From an optimization exercise on the open Yosys and OpenROAD flow, aimed at small area; shortcuts taken in it are not production practice.
In this exercise RTL edits were held to simulation tests only and were not proved equivalent to the original.
No driver is modelled on the clock port, so clock power and skew are understated where the tree is cut down; a real chip needs a root buffer or a tree.
Power is estimated from default activity; no workload was simulated.

==> branch onyx: inputs <==
==> flow/design.v (excerpt) <==
module UpCounter(
    input i_clk,
    input i_reset,
    output [3:0] o_FND_Digit,
    output [7:0] o_FND_Font
    );
    reg [2:0] m;
    reg       g;
    reg [3:0] c1x;               
    wire [3:0] c1 = c1x ^ 4'b0101;
    reg [3:0] d0, d1, d2, d3;
    reg       f;
    function [3:0] bcd_next(input [3:0] b, input e);
        bcd_next = {b[3] ^ (e & b[0] & (b[3] | (b[1] & b[2]))),
                    b[2] ^ (e & b[0] & b[1]),
                    b[1] ^ (e & b[0] & ~b[3]),
                    b[0] ^ e};
    endfunction
    wire cy0 = g & m[2];
    wire cy1 = cy0 & c1[0] & c1[3];
    wire e1  = cy1 & d0[0] & d0[3];
    wire e2  = e1 & d1[0] & d1[3];
    wire e3  = e2 & d2[0] & d2[3];
    wire clr = cy1 & f & d3[2] & d3[1] & d2[1] & d2[0] & d1[3] & d0[1] & d0[0];
    wire [3:0] n0 = bcd_next(d0, cy1);
    wire [3:0] n1 = bcd_next(d1, e1);
    wire [3:0] n2 = bcd_next(d2, e2);
    wire [3:0] n3 = bcd_next(d3, e3);
  ...
==> module UpCounter, before the edit <==
module UpCounter(
    input i_clk,
    input i_reset,
    output [3:0] o_FND_Digit,
    output [7:0] o_FND_Font
    );
    reg [2:0] m;
    reg       g;
    reg [3:0] c1x;               
    wire [3:0] c1 = c1x ^ 4'b0101;
    reg [3:0] d0, d1, d2, d3;
    reg       f;
    function [3:0] bcd_next(input [3:0] b, input e);
        bcd_next = {b[3] ^ (e & b[0] & (b[3] | (b[1] & b[2]))),
                    b[2] ^ (e & b[0] & b[1]),
                    b[1] ^ (e & b[0] & ~b[3]),
                    b[0] ^ e};
    endfunction
    wire cy0 = g & m[2];
    wire cy1 = cy0 & c1[0] & c1[3];
    wire e1  = cy1 & d0[0] & d0[3];
    wire e2  = e1 & d1[0] & d1[3];
    wire e3  = e2 & d2[0] & d2[3];
    wire clr = cy1 & f & d3[2] & d3[1] & d2[1] & d2[0] & d1[3] & d0[1] & d0[0];
    wire [3:0] n0 = bcd_next(d0, cy1);
    wire [3:0] n1 = bcd_next(d1, e1);
    wire [3:0] n2 = bcd_next(d2, e2);
    wire [3:0] n3 = bcd_next(d3, e3);
    always @(posedge i_clk or posedge i_reset) begin
        if (i_reset) begin
            m  <= 3'd0;
            g  <= 1'b0;
            c1x <= 4'd0;
            d0 <= 4'd0;
            d1 <= 4'd0;
            d2 <= 4'd0;
            d3 <= 4'd0;
            f  <= 1'b0;
        end else begin
            m  <= {m[1] & m[0], m[1] ^ m[0], ~(m[0] | m[2])};
            g  <= g ^ m[2];
            c1x <= bcd_next(c1, cy0) ^ 4'b0101;
            d0 <= {n0[3], n0[2] & ~clr, n0[1:0]};
            d1 <= {n1[3] & ~clr, n1[2:0]};
            d2 <= {n2[3:2], n2[1:0] & ~{2{clr}}};
            d3 <= {n3[3], n3[2:1] & ~{2{clr}}, n3[0]};
            f  <= ~clr & (f | (e3 & d3[0] & d3[3]));
        end
    end
    wire [1:0] p = {~(c1[1] ^ d0[0] ^ (c1[0] | g)), ~(c1[0] ^ g)};
    assign o_FND_Digit = ~(4'b0001 << p);
    reg [3:0] dig;
    always @(*) begin
        case (p)
            2'd0: dig = d0;
            2'd1: dig = d1;
            2'd2: dig = d2;
            default: dig = d3;
        endcase
    end
    assign o_FND_Font[0] = (dig[2] & ~dig[1] & ~dig[0]) | (~dig[3] & ~dig[2] & ~dig[1] & dig[0]);
    assign o_FND_Font[1] = (dig[2] & ~dig[1] & dig[0]) | (dig[2] & dig[1] & ~dig[0]);
    assign o_FND_Font[2] = (~dig[2] & dig[1] & ~dig[0]);
    assign o_FND_Font[3] = (dig[2] & ~dig[1] & ~dig[0]) | (~dig[2] & ~dig[1] & dig[0]) | (dig[2] & dig[1] & dig[0]);
    assign o_FND_Font[4] = (dig[0]) | (dig[2] & ~dig[1]);
    assign o_FND_Font[5] = (~dig[2] & dig[1]) | (dig[1] & dig[0]) | (~dig[3] & ~dig[2] & dig[0]);
    assign o_FND_Font[6] = (dig[2] & dig[1] & dig[0]) | (~dig[3] & ~dig[2] & ~dig[1]);
    assign o_FND_Font[7] = 1'b1;
endmodule
export LEC_CHECK = 0
export CAP_MARGIN = 20
export CORE_MARGIN = 2
export CORE_UTILIZATION = 36
export SLEW_MARGIN = 20
create_clock -name core_clock -period 120.0 [get_ports {i_clk}]
standard.sh (not shown) runs the stock make flow with config.mk's settings and CLKGATE_MAP_FILE= SYNTH_SCRIPT=/design/flow/synth_recipe.tcl, a recipe that flattens the netlist after the stock synthesis.
==> flow/flow/run.sh <==
#!/bin/bash
set -euo pipefail
W=$PWD
F=$W/flow

# synthesis script: synth_recipe.tcl with the abc command redirected to $MY_ABC_SCRIPT
{
  head -n 1 synth_recipe.tcl
  cat <<'TCL'
proc abc {args} {
  set i [lsearch $args -script]
  if {$i >= 0} {
    set args [lreplace $args [expr {$i + 1}] [expr {$i + 1}] $::env(MY_ABC_SCRIPT)]
  }
  yosys abc {*}$args
}
TCL
  tail -n +2 synth_recipe.tcl
} > my_synth.tcl

sed -e "s#SYNTH_SCRIPT=[^ ]*synth_recipe.tcl#SYNTH_SCRIPT=$W/my_synth.tcl ADDER_MAP_FILE=#" standard.sh > my_standard.sh
grep -q "SYNTH_SCRIPT=$W/my_synth.tcl" my_standard.sh

# try each ABC script, synthesis only
best=""; best_area=""
for s in "$F"/abc*.script; do
  n=$(basename "$s" .script)
  sed -e "s#WORK_HOME=[^ ]*#WORK_HOME=$W/trial_$n#" my_standard.sh > "trial_$n.sh"
  ( MY_ABC_SCRIPT=$s bash "trial_$n.sh" synth > "trial_$n.log" 2>&1 || true ) &
done
wait
for s in "$F"/abc*.script; do
  n=$(basename "$s" .script)
  a=$(awk '/Chip area/{print $NF}' "$W"/trial_$n/reports/*/UpCounter/base/synth_stat.txt 2>/dev/null | tail -n 1)
  echo "$n: ${a:-failed}" | tee -a abc_trials.log
  if [[ -n "$a" ]] && { [[ -z "$best" ]] || awk -v a="$a" -v b="$best_area" 'BEGIN{exit !(a < b)}'; }; then
    best=$s; best_area=$a
  fi
done
[[ -n "$best" ]]
echo "chosen: $best ($best_area)" | tee -a abc_trials.log

export MY_ABC_SCRIPT=$best
export BUFFER_PORTS_ARGS="-buffer_cell sky130_fd_sc_hd__buf_1"
export CTS_ARGS="-sink_clustering_enable -repair_clock_nets -dont_use_dummy_load -apply_ndr none -buf_list sky130_fd_sc_hd__clkbuf_8"
export POST_CTS_TCL=$F/post_cts.tcl
bash my_standard.sh > flow_make.log 2>&1
test -f out/final.def
==> flow/flow/post_cts.tcl <==
set ::block [ord::get_db_block]
set ::db [ord::get_db]
set ::portnet [$::block findNet i_clk]
set limit [expr {[info exists ::env(POST_CTS_SLEW_PS)] ? $::env(POST_CTS_SLEW_PS) : 118}]

proc collect_sinks {net} {
  set s {}
  foreach it [$net getITerms] {
    if {![$it isInputSignal]} continue
    set inst [$it getInst]
    if {[string match "*clkbuf*" [[$inst getMaster] getName]]} {
      set s [concat $s [collect_sinks [[$inst findITerm X] getNet]]]
    } else {
      lappend s $it
    }
  }
  return $s
}

proc remove_clock_buffers {net} {
  foreach it [$net getITerms] {
    if {![$it isInputSignal]} continue
    set inst [$it getInst]
    if {![string match "*clkbuf*" [[$inst getMaster] getName]]} continue
    set on [[$inst findITerm X] getNet]
    remove_clock_buffers $on
    foreach jt [$on getITerms] { $jt disconnect }
    $it disconnect
    puts "post_cts: removed [$inst getName]"
    odb::dbInst_destroy $inst
    odb::dbNet_destroy $on
  }
}

set ::sinks [collect_sinks $::portnet]
set ::pts {}
foreach it $::sinks {
  set box [[$it getInst] getBBox]
  lappend ::pts [list [expr {([$box xMin] + [$box xMax]) / 2}] [expr {([$box yMin] + [$box yMax]) / 2}]]
}
remove_clock_buffers $::portnet
foreach it $::sinks { $it disconnect }

proc kmeans {pts N} {
  set sorted [lsort -integer -index 1 $pts]
  set cents {}
  for {set k 0} {$k < $N} {incr k} {
    lappend cents [lindex $sorted [expr {int(($k + 0.5) * [llength $sorted] / $N)}]]
  }
  for {set iter 0} {$iter < 30} {incr iter} {
    set assign {}
    foreach p $pts {
      set best 0; set bd 1e30
      for {set k 0} {$k < $N} {incr k} {
        set c [lindex $cents $k]
        set d [expr {abs([lindex $p 0] - [lindex $c 0]) + abs([lindex $p 1] - [lindex $c 1])}]
        if {$d < $bd} { set bd $d; set best $k }
      }
      lappend assign $best
    }
    set nc {}
    for {set k 0} {$k < $N} {incr k} {
      set sx 0; set sy 0; set n 0
      foreach p $pts a $assign {
        if {$a == $k} { incr sx [lindex $p 0]; incr sy [lindex $p 1]; incr n }
      }
      if {$n} { lappend nc [list [expr {$sx / $n}] [expr {$sy / $n}]] } else { lappend nc [lindex $cents $k] }
    }
    set cents $nc
  }
  return [list $assign $cents]
}

set ::made {}
proc build {N cell} {
  foreach m $::made {
    lassign $m inst net
    foreach it [$net getITerms] { $it disconnect }
    [$inst findITerm A] disconnect
    odb::dbInst_destroy $inst
    odb::dbNet_destroy $net
  }
  set ::made {}
  lassign [kmeans $::pts $N] assign cents
  set master [$::db findMaster $cell]
  for {set k 0} {$k < $N} {incr k} {
    set inst [odb::dbInst_create $::block $master clkbuf_${k}_i_clk]
    set net [odb::dbNet_create $::block clknet_${k}_i_clk]
    $net setSigType CLOCK
    [$inst findITerm A] connect $::portnet
    [$inst findITerm X] connect $net
    foreach it $::sinks a $assign { if {$a == $k} { $it connect $net } }
    set c [lindex $cents $k]
    $inst setLocation [expr {[lindex $c 0] - [$master getWidth] / 2}] [expr {[lindex $c 1] - [$master getHeight] / 2}]
    $inst setPlacementStatus PLACED
    lappend ::made [list $inst $net]
  }
  detailed_placement
  estimate_parasitics -placement
  set worst 0
  foreach it $::sinks {
    set pin [get_pins [[$it getInst] getName]/[[$it getMTerm] getName]]
    foreach a {slew_max_rise slew_max_fall} {
      set s [expr {1000.0 * [get_property $pin $a]}]
      if {$s > $worst} { set worst $s }
    }
  }
  return $worst
}

foreach cfg {
  {4 sky130_fd_sc_hd__clkbuf_1}
  {3 sky130_fd_sc_hd__clkbuf_2}
  {4 sky130_fd_sc_hd__clkbuf_2}
  {3 sky130_fd_sc_hd__clkbuf_4}
  {1 sky130_fd_sc_hd__clkbuf_16}
  {2 sky130_fd_sc_hd__clkbuf_16}
} {
  lassign $cfg N cell
  set worst [build $N $cell]
  puts "post_cts: $N x $cell for [llength $::sinks] clock pins, worst estimated clock-pin slew $worst ps"
  if {$worst <= $limit} break
}
check_placement -verbose
Other scripts of this flow, unchanged in this note and not shown: flow/flow/abc1.script, flow/flow/abc2.script, flow/flow/abc3.script, flow/flow/abc4.script
==> inputs of branch fjord, as changes to branch onyx <==
--- a/flow/design.v
+++ b/flow/design.v
@@ -9,4 +9,3 @@
     reg       g;
-    reg [3:0] c1x;               
-    wire [3:0] c1 = c1x ^ 4'b0101;
+    reg [3:0] c1;
     reg [3:0] d0, d1, d2, d3;
@@ -33,3 +32,3 @@
             g  <= 1'b0;
-            c1x <= 4'd0;
+            c1 <= 4'd5;
             d0 <= 4'd0;
@@ -42,3 +41,3 @@
             g  <= g ^ m[2];
-            c1x <= bcd_next(c1, cy0) ^ 4'b0101;
+            c1 <= bcd_next(c1, cy0);
             d0 <= {n0[3], n0[2] & ~clr, n0[1:0]};
@@ -61,10 +60,19 @@
     end
-    assign o_FND_Font[0] = (dig[2] & ~dig[1] & ~dig[0]) | (~dig[3] & ~dig[2] & ~dig[1] & dig[0]);
-    assign o_FND_Font[1] = (dig[2] & ~dig[1] & dig[0]) | (dig[2] & dig[1] & ~dig[0]);
-    assign o_FND_Font[2] = (~dig[2] & dig[1] & ~dig[0]);
-    assign o_FND_Font[3] = (dig[2] & ~dig[1] & ~dig[0]) | (~dig[2] & ~dig[1] & dig[0]) | (dig[2] & dig[1] & dig[0]);
-    assign o_FND_Font[4] = (dig[0]) | (dig[2] & ~dig[1]);
-    assign o_FND_Font[5] = (~dig[2] & dig[1]) | (dig[1] & dig[0]) | (~dig[3] & ~dig[2] & dig[0]);
-    assign o_FND_Font[6] = (dig[2] & dig[1] & dig[0]) | (~dig[3] & ~dig[2] & ~dig[1]);
-    assign o_FND_Font[7] = 1'b1;
+    reg [7:0] font;
+    always @(*) begin
+        case (dig)
+            4'd0: font = 8'hc0;
+            4'd1: font = 8'hf9;
+            4'd2: font = 8'ha4;
+            4'd3: font = 8'hb0;
+            4'd4: font = 8'h99;
+            4'd5: font = 8'h92;
+            4'd6: font = 8'h82;
+            4'd7: font = 8'hf8;
+            4'd8: font = 8'h80;
+            4'd9: font = 8'h98;
+            default: font = 8'hxx;
+        endcase
+    end
+    assign o_FND_Font = font;
 endmodule
--- a/flow/flow/post_cts.tcl
+++ b/flow/flow/post_cts.tcl
@@ -1,4 +1,4 @@
-set ::block [ord::get_db_block]
-set ::db [ord::get_db]
-set ::portnet [$::block findNet i_clk]
+set block [ord::get_db_block]
+set db [ord::get_db]
+set portnet [$block findNet i_clk]
 set limit [expr {[info exists ::env(POST_CTS_SLEW_PS)] ? $::env(POST_CTS_SLEW_PS) : 118}]
@@ -34,10 +34,10 @@
 
-set ::sinks [collect_sinks $::portnet]
-set ::pts {}
-foreach it $::sinks {
+set sinks [collect_sinks $portnet]
+set pts {}
+foreach it $sinks {
   set box [[$it getInst] getBBox]
-  lappend ::pts [list [expr {([$box xMin] + [$box xMax]) / 2}] [expr {([$box yMin] + [$box yMax]) / 2}]]
+  lappend pts [list [expr {([$box xMin] + [$box xMax]) / 2}] [expr {([$box yMin] + [$box yMax]) / 2}]]
 }
-remove_clock_buffers $::portnet
-foreach it $::sinks { $it disconnect }
+remove_clock_buffers $portnet
+foreach it $sinks { $it disconnect }
 
@@ -73,5 +73,6 @@
 
-set ::made {}
+set made {}
 proc build {N cell} {
-  foreach m $::made {
+  global block db portnet sinks pts made
+  foreach m $made {
     lassign $m inst net
@@ -82,12 +83,12 @@
   }
-  set ::made {}
-  lassign [kmeans $::pts $N] assign cents
-  set master [$::db findMaster $cell]
+  set made {}
+  lassign [kmeans $pts $N] assign cents
+  set master [$db findMaster $cell]
   for {set k 0} {$k < $N} {incr k} {
-    set inst [odb::dbInst_create $::block $master clkbuf_${k}_i_clk]
-    set net [odb::dbNet_create $::block clknet_${k}_i_clk]
+    set inst [odb::dbInst_create $block $master clkbuf_${k}_i_clk]
+    set net [odb::dbNet_create $block clknet_${k}_i_clk]
     $net setSigType CLOCK
-    [$inst findITerm A] connect $::portnet
+    [$inst findITerm A] connect $portnet
     [$inst findITerm X] connect $net
-    foreach it $::sinks a $assign { if {$a == $k} { $it connect $net } }
+    foreach it $sinks a $assign { if {$a == $k} { $it connect $net } }
     set c [lindex $cents $k]
@@ -95,3 +96,3 @@
     $inst setPlacementStatus PLACED
-    lappend ::made [list $inst $net]
+    lappend made [list $inst $net]
   }
@@ -100,3 +101,3 @@
   set worst 0
-  foreach it $::sinks {
+  foreach it $sinks {
     set pin [get_pins [[$it getInst] getName]/[[$it getMTerm] getName]]
@@ -120,3 +121,3 @@
   set worst [build $N $cell]
-  puts "post_cts: $N x $cell for [llength $::sinks] clock pins, worst estimated clock-pin slew $worst ps"
+  puts "post_cts: $N x $cell for [llength $sinks] clock pins, worst estimated clock-pin slew $worst ps"
   if {$worst <= $limit} break
- CORE_UTILIZATION: 36 -> 60
==> inputs of branch tundra, as changes to branch onyx <==
==> flow/flow/abc5.script (new file) <==
strash
&get -n
&dch -f
&nf -a -F 10 -A 10 -E 100 -R 1000
&put
==> flow/flow/abc6.script (new file) <==
strash
&get -n
&dch -f
&nf -a -F 20 -A 20 -E 1000 -R 1000 -p
&put
==> flow/flow/abc7.script (new file) <==
strash
&get -n
&deepsyn -T 40
&dch -f
&nf -a -F 10 -A 10 -E 100 -R 1000
&put
--- a/flow/flow/post_cts.tcl
+++ b/flow/flow/post_cts.tcl
@@ -3,3 +3,3 @@
 set ::portnet [$::block findNet i_clk]
-set limit [expr {[info exists ::env(POST_CTS_SLEW_PS)] ? $::env(POST_CTS_SLEW_PS) : 118}]
+set limit [expr {[info exists ::env(POST_CTS_SLEW_PS)] ? $::env(POST_CTS_SLEW_PS) : 124}]
 
@@ -44,2 +44,5 @@
 proc kmeans {pts N} {
+  # k-means with balanced clusters: each holds at most ceil(n/N) sinks
+  set npts [llength $pts]
+  set cap [expr {($npts + $N - 1) / $N}]
   set sorted [lsort -integer -index 1 $pts]
@@ -47,14 +50,20 @@
   for {set k 0} {$k < $N} {incr k} {
-    lappend cents [lindex $sorted [expr {int(($k + 0.5) * [llength $sorted] / $N)}]]
+    lappend cents [lindex $sorted [expr {int(($k + 0.5) * $npts / $N)}]]
   }
   for {set iter 0} {$iter < 30} {incr iter} {
-    set assign {}
-    foreach p $pts {
-      set best 0; set bd 1e30
+    set pairs {}
+    for {set i 0} {$i < $npts} {incr i} {
+      set p [lindex $pts $i]
       for {set k 0} {$k < $N} {incr k} {
         set c [lindex $cents $k]
-        set d [expr {abs([lindex $p 0] - [lindex $c 0]) + abs([lindex $p 1] - [lindex $c 1])}]
-        if {$d < $bd} { set bd $d; set best $k }
+        lappend pairs [list [expr {abs([lindex $p 0] - [lindex $c 0]) + abs([lindex $p 1] - [lindex $c 1])}] $i $k]
       }
-      lappend assign $best
+    }
+    set assign [lrepeat $npts -1]
+    set count [lrepeat $N 0]
+    foreach pr [lsort -integer -index 0 $pairs] {
+      lassign $pr d i k
+      if {[lindex $assign $i] >= 0 || [lindex $count $k] >= $cap} continue
+      lset assign $i $k
+      lset count $k [expr {[lindex $count $k] + 1}]
     }
==> comparison table <==
|  | branch onyx | branch fjord | branch tundra |
|---|---|---|---|
| Multi-input comb cells | 95 | - | 89 |
| Met3 routed WL | 106 um | - | 102 um |
| Horizontal extent of the die | 61.79 um | 48.77 um | 61.31 um |
| Die outline area | 0.003818 mm2 | - | 0.003759 mm2 |
| Clock input transition at the sequential cells of the worst setup and hold paths | 0.08 ns | - | 0.10 ns |
| Area of the multi-input gates | 535.5 um2 | - | 515.5 um2 |
| Slew at the pin closest to its max-slew limit | 0.8665 ns | - | 0.8817 ns |
| Clock Latency Late Sink | 0.15 ns | - | 0.16 ns |
| TNS Setup | 0 ns | - | 0 ns |
| GRT overflow | 0 | - | 0 |
| First-pass GRT wire length | 3801 um | - | 4064 um |
| Synth Area in Simple Gates | 21.75% | 21.33% | 18.52% |
| Fraction of area in multi-input gates | 40.65% | - | 39.73% |
| Peak supply drop | 0.004815 mV | - | 0.005587 mV |
| R2R Setup Slk | 117.56 ns | - | 117.26 ns |
| Sequential-to-total area share from yosys stat | 52.03% | 52.24% | 52.91% |
| Number of sequential storage elements | 25 | - | 25 |
| Final net count | 148 | - | 142 |
| Top power group | registers | - | registers |
| Worst reg2reg path endpoint | d3[3] | - | d3[1] |
| Mean instance size in the synthesized netlist | 9.249 um2 | 9.179 um2 | 9.535 um2 |
| Run status | no timing/DRC/antenna violations | aborted with a tool error | no timing/DRC/antenna violations |
| Last stage reached | - | 4_1_cts | - |
| Kind of start point of the critical path | flop | - | flop |
| Detailed placement HPWL | 1727 um | 1687 um | 1753 um |
In branch onyx and branch tundra the design's own scripts or RTL, not TritonCTS, make the clock network.

==> static timing again, ports no longer ideal <==
Ports are ideal in the flow. The routed layouts listed here were re-timed in OpenROAD.
Step 1: set_driving_cell puts a clkbuf_16 on i_clk and a buf_2 on each other input, an assumption about the parent block.
Step 2 also shifts input and output timing later by t, the mid clock arrival at the registers, as if the neighbouring blocks saw the same clock.
a / b / c = ideal / step 1 / step 2; a / b = the first two.
run	shift t [ns]	setup slack, ns	worst hold slack (ns)	latest minus earliest clock arrival (ns)	pins driven straight from the clock port
branch onyx	0.186	93.742 / 93.705 / 93.891	0.452 / 0.452 / 0.452	0.011 / 0.011	3
branch tundra	0.191	93.287 / 93.250 / 93.441	0.445 / 0.445 / 0.445	0.015 / 0.015	3
After both steps every run listed still meets setup and hold.
